Source: an optimization exercise on an open RTL-to-GDS flow (aim: small area and a short achievable clock period). Production flows keep margins and buffers that such runs may drop.
Only simulation tests tie the RTL to the original design; equivalence was not proved.
Power is estimated from default activity; no workload was simulated.

==> flow/design.v, too long to show whole: its modules and the start of the top module <==
// module krv_core: 66 lines
// module mul33_array: 2060 lines
// module mul_fa: 4 lines
// module mul_ha: 4 lines
// module core: 199 lines
// module npc_sel: 47 lines
// module npc_tgt: 32 lines
// module core_body: 2245 lines
module krv_core (
	input  wire        clk,
	input  wire        rstn,
	input  wire        kplic_int,
	input  wire        core_timer_int,
	output wire        wfi,
	output wire        instr_itcm_access,
	output wire [31:0] instr_itcm_addr,
	input  wire [31:0] instr_itcm_read_data,
	input  wire        instr_itcm_read_data_valid,
	output wire        data_dtcm_access,
	input  wire        data_dtcm_ready,
	output wire        data_dtcm_rd0_wr1,
	output wire [3:0]  data_dtcm_byte_strobe,
	output wire [31:0] data_dtcm_write_data,
	output wire [31:0] data_dtcm_addr,
	input  wire [31:0] data_dtcm_read_data,
	input  wire        data_dtcm_read_data_valid,
	output wire        IAHB_access,
	output wire [31:0] IAHB_addr,
	input  wire [31:0] IAHB_read_data,
	input  wire        IAHB_read_data_valid,
	output wire        DAHB_access,
	output wire        DAHB_rd0_wr1,
	output wire [2:0]  DAHB_size,
	output wire [31:0] DAHB_write_data,
	output wire [31:0] DAHB_addr,
	input  wire        DAHB_trans_buffer_full,
	input  wire [31:0] DAHB_read_data,
	input  wire        DAHB_read_data_valid
);
  // ...
==> flow/flow/run.sh <==
#!/bin/bash
# Layout flow: the standard ORFS flow, with the timing repair steps asked
# to keep a larger setup margin (so they keep improving paths that already
# meet the clock) and plain buffers on the ports.  Every tool's output goes
# to standard.log in this folder.
set -euo pipefail
bash standard.sh SETUP_SLACK_MARGIN=14.0 "BUFFER_PORTS_ARGS=-buffer_cell sky130_fd_sc_hd__buf_2" finish > standard.log 2>&1
==> flow/standard.sh <==
#!/bin/bash
# synth_recipe.tcl (not shown) runs the flow's synth.tcl, then flattens the netlist and writes it again
# the make line also repeats each setting of config.mk as NAME=value (left out here)
make -C /OpenROAD-flow-scripts/flow DESIGN_CONFIG=/design/flow/config.mk WORK_HOME=/design/flow/orfs CLKGATE_MAP_FILE= SYNTH_SCRIPT=/design/flow/synth_recipe.tcl "${@:-finish}"
==> flow/config.mk <==
export PLATFORM = sky130hd
export DESIGN_NAME = krv_core
export DESIGN_NICKNAME = krv_core
export VERILOG_FILES = /design/flow/design.v
export SDC_FILE = /design/flow/constraint.sdc
export NUM_CORES = 8
export LEC_CHECK = 0
export CAP_MARGIN = 35
export CORE_MARGIN = 2
export CORE_UTILIZATION = 32
export CTS_CLUSTER_DIAMETER = 90
export CTS_CLUSTER_SIZE = 20
export PLACE_DENSITY = 0.55
export SLEW_MARGIN = 35
export SYNTH_HIERARCHICAL = 1
==> flow/constraint.sdc <==
create_clock -name core_clock -period 25.0 [get_ports {clk}]
set_input_delay 5.0000 -clock core_clock [delete_from_list [all_inputs] [get_ports {clk}]]
set_output_delay 5.0000 -clock core_clock [all_outputs]
set_load 0.01 [all_outputs]
==> reports/results.tsv, run 1 <==
metric	value	unit
grt_max_degree	156	
cp_data_required_time	20.00	ns
die_y	639	um
grt_pass1_wl	953	mm
wl_met2	286	mm
top_register	u_core.u_body.u_dec__u_gprs__gpr_q	
synth_area	0.129	mm^2
register_area	0.0486	mm^2
n_all_inverters	334	
whs_endpoint	u_core.u_body.u_trap_ctrl__meip$_DFF_PN0_	
clock_area_frac	0.0237	
p_sw_frac	0.241	
fin_area	0.142	mm^2
finalHoldViolations	0	
fin_setup_tns	0	ns
n_antenna_cell	55	
setup_viol_count_final	0	
power_density	36.1	mW/mm^2
htree_levels	3	
detail_route.first_pass.iterations	13	
r2r_cells	28	
worst_path_max_delay_cell	mux2_4	
status	timing/DRC/antenna clean	
path_max_fanout	5	
met1_usage	0.423	
vdd_drop_max	70.2	uV
wl_per_cell	39.3	um
globalRouteOverflowTotal	0	
gr-usage-all-layers	0.333	
clockPowerShare	0.381	
initialDrtViolationCount	23300	
crit_arrival	6.46	ns
largest_reg_flops	992	
leakage	0.0473	uW
portBuffers	306	
==> inputs of run 2 (changes only) <==
--- a/flow/flow/run.sh
+++ b/flow/flow/run.sh
@@ -5,3 +5,3 @@
 # to standard.log in this folder.
 set -euo pipefail
-bash standard.sh SETUP_SLACK_MARGIN=14.0 "BUFFER_PORTS_ARGS=-buffer_cell sky130_fd_sc_hd__buf_2" finish > standard.log 2>&1
+bash standard.sh SETUP_SLACK_MARGIN=14.3 "BUFFER_PORTS_ARGS=-buffer_cell sky130_fd_sc_hd__buf_2" finish > standard.log 2>&1
==> run 2 against run 1 <==
Net effect:
- still clean on timing, DRC and antenna
- sequential share of layout area is essentially flat
- register-to-register slack gained 0.34 ns
- power is essentially flat
- clock skew shrank 0.0014 ns
- first-iteration DRC count shrank 2.5%
- flip-flop and latch count is the same
- worst hold slack is essentially flat
- largest cell class unchanged
- highest routed layer unchanged
==> reports/results.tsv, run 2 <==
metric	value	unit	change
die_x	639	um	unchanged
final_nets	14000		about the same
max-cap-violations	0		unchanged
start_kind	flip-flop		was input pin
combPwrFrac	0.031		about the same
grt_pass1_wl	953	mm	about the same
vdd_drop_max	70.5	uV	was 70.2 uV
postSynthAreaPerCell	10.2	um^2	unchanged
rows	233		unchanged
synth_area	0.129	mm^2	unchanged
cts_tree	yes		unchanged
whs	0.353	ns	about the same
startpoint	u_core.u_body.u_dec__src_data1_ex[21]$_DFFE_PP_		was data_dtcm_read_data_valid
rsz0062_at_grt	true		unchanged
fin_area	0.142	mm^2	about the same
period_share	0.461		was 0.458
register_area	0.0486	mm^2	unchanged
drcViolationCount	0		unchanged
hp-start	u_core.u_body.u_trap_ctrl__kplic_int_sync2$_DFF_PN0_		unchanged
pre_cts_ws	12.87	ns	unchanged
cts_buffers	104		unchanged
max_slew_margin	0.200		was 0.248
die_area	0.408	mm^2	unchanged
coreArea	0.402	mm^2	unchanged
p_int	3890	uW	about the same
multi_input_area	0.0759	mm^2	about the same
cts_buffer_depth	3		unchanged
power_density	36.1	mW/mm^2	about the same
antenna_found_initial	68		was 71
initial_core_util	0.321		unchanged
globalRouteOverflowTotal	0		unchanged
worstHoldPathType	reg2reg		unchanged
pwr-share-seq	0.588		about the same
area_growth	10.2	%	was 10.3%
crit_arrival	6.52	ns	was 6.46 ns
gr-usage-all-layers	0.334		was 0.333
leakage	0.0472	uW	was 0.0473 uW
initialDrtViolationCount	22800		was 23300
dp_hpwl	475	mm	unchanged
p_sw	1240	uW	about the same
cts_sinks	1693		unchanged
worstMarginPinSlew	1.19	ns	was 1.13 ns
vias	120000		about the same
r2r-start	u_core.u_body.u_dec__src_data2_ex[31]$_DFFE_PP_		unchanged
reg2reg_setup_slack	14.23	ns	was 13.89 ns
utilization	0.354		about the same
detail_route.first_pass.iterations	14		was 13
layout_common_cells	nand2_1 (1765), edfxtp_1 (1260), fa_1 (964)		unchanged
endpoint_kind	output port		unchanged
finalHoldViolations	0		unchanged
layout_commonest_cell	nand2_1		unchanged
die_y	639	um	unchanged
wl_per_cell	39.3	um	about the same
clock.fmax	0.0868	GHz	was 0.0873 GHz
htree_levels	3		unchanged
netlist_instances	12600		unchanged
postRouteAntennaNets	0		unchanged
placed_area	0.137	mm^2	unchanged
crit_type	reg2out		was in2out
path_max_fanout	45		was 5
yosysWarnings	8		unchanged
reg_top3	u_core.u_body.u_dec__u_gprs__gpr_q x992, u_core.u_body.u_alu__u_div_u__hold_r x64		unchanged
finClkSkew	0.149	ns	was 0.150 ns
cts_root_buffer	clkbuf_16		unchanged
largest_reg_flops	992		unchanged
clkTransAtPathRegs	0.09	ns	about the same
cp_data_required_time	20.00	ns	about the same
via_per_inst	6.67		was 6.69
status	timing/DRC/antenna clean		unchanged
grt_max_degree	156		unchanged
p_sw_frac	0.241		about the same
layout_setup_ws	13.48	ns	was 13.54 ns
gp_congestion	1.03		unchanged
nFillCells	40400		about the same
portBuffers	306		unchanged
drive_gt1_frac	0.124		was 0.125
clockPowerShare	0.381		about the same
drv_slew	0		unchanged
fin_setup_tns	0	ns	unchanged
setup_viol_count_final	0		unchanged
grt_pass1_vias	113000		about the same
totalWireLength	705	mm	was 706 mm
top_level_ports	344		unchanged
fin_crit	11.52	ns	was 11.46 ns
top_register	u_core.u_body.u_dec__u_gprs__gpr_q		unchanged
insertion_delay	0.94	ns	was 0.90 ns
cts_hold_buf	0		unchanged
[run 2: layout make-up]
cell class	count	share of cell area
clock inverters	31	0.00336
well taps	5287	0.0466
clock buffers	166	0.0203
diodes	45	0.000793
multi-input cells	9571	0.534
flip-flops and latches	1693	0.342
inverters	334	0.00901
repair buffers	831	0.0435
[run 2: critical path, cell delays in order, from the launching register on]
cell	delay (ns)
edfxtp_1	0.36
buf_6	0.62
inv_1	0.22
ha_1	0.40
nor3_1	0.30
nand2_1	0.08
or3_1	0.46
o211ai_1	0.38
a21o_1	0.23
a21oi_2	0.08
nor2b_4	0.14
buf_6	0.16
buf_4	0.15
nand2_1	0.08
o21ai_0	0.16
or4_4	0.56
nor3_4	0.20
mux2i_2	0.11
o22ai_4	0.19
buf_12	0.18
buf_16	0.13
mux2_2	0.34
buf_6	0.12
[run 2: per-stage QoR]
step                total power [uW]  instances
floorplan                       3140      12700
global placement                3220      17600
detailed placement              3220      17700
CTS                             5110      17900
global route                    5210      17900
finish                          5130      18000
[run 2: timing repair]
| action | CTS | global route |
|---|---|---|
| buffers inserted | 19 | 28 |
| pin swaps | 10 | 35 |
| setup endpoints to repair | 25 | 43 |
| cloned | 2 | 3 |
| gates resized for setup | 87 | 118 |
[run 2: layer usage]
metal,global-route usage,vias up,wire length [um]
li1,-,46300,-
met1,0.424,59800,255000
met2,0.469,11100,285000
met3,0.111,2672,99700
met4,0.247,46,65100
met5,0.000827,-,290
[run 2: power groups by stage]
stage | sequential, uW | clock [uW] | combinational [uW]
after global placement | 3080 | 0 | 143
after CTS | 3010 | 1950 | 149
after floorplan | 3060 | 0 | 81.2
after global routing | 3010 | 2030 | 164
final | 3010 | 1960 | 157
after detailed placement | 3080 | 0 | 143
[run 2: path summary, 6_finish.rpt]
path                                                                     endpoint  cells past startpoint
hold reg to reg                         u_core.u_body.u_trap_ctrl__meip$_DFF_PN0_                      0
max in group asynchronous  u_core.u_body.u_dec__u_gprs__gpr_valid[10]$_DFFE_PN0P_                      4
setup reg to reg                  u_core.u_body.u_dec__src_data2_ex[18]$_DFFE_PP_                     27
setup / recovery                                               instr_itcm_addr[0]                     22
hold / removal                          u_core.u_body.u_trap_ctrl__meip$_DFF_PN0_                      0
min in group asynchronous                 u_core.u_body.u_fetch__pc[28]$_DFF_PN0_                      1

what the ideal ports hide:
The flow's constraints put no driver on any port. The routed layouts listed below were extracted and timed again, unchanged, in two steps.
Step 1 (the two cells are an assumption about what drives the block):
set clk [get_ports {clk}]
set_driving_cell -lib_cell sky130_fd_sc_hd__clkbuf_16 $clk
set_driving_cell -lib_cell sky130_fd_sc_hd__buf_2 [delete_from_list [all_inputs] $clk]
Step 2, shift: input delay + t, output delay - t, t = (earliest + latest rising clock arrival at the registers) / 2. This alone moves slack from input paths to output paths.
Three values: no drivers, after step 1, after step 2; two values: the first two.
run | shift t [ns] | setup WS [ns] | hold WS [ns] | worst setup path at the end | latest minus earliest clock arrival (ns)
run 1 | 0.955 | 13.539 / 13.291 / 13.291 | 0.353 / 0.353 / 0.353 | input to output | 0.151 / 0.150
run 2 | 0.956 | 13.481 / 13.286 / 13.286 | 0.353 / 0.353 / 0.353 | input to output | 0.149 / 0.149
After both steps every run listed still meets setup and hold. The setup slack of run 1, which loses most, moves by -0.248 ns with the drivers and by -0.248 ns with both steps.
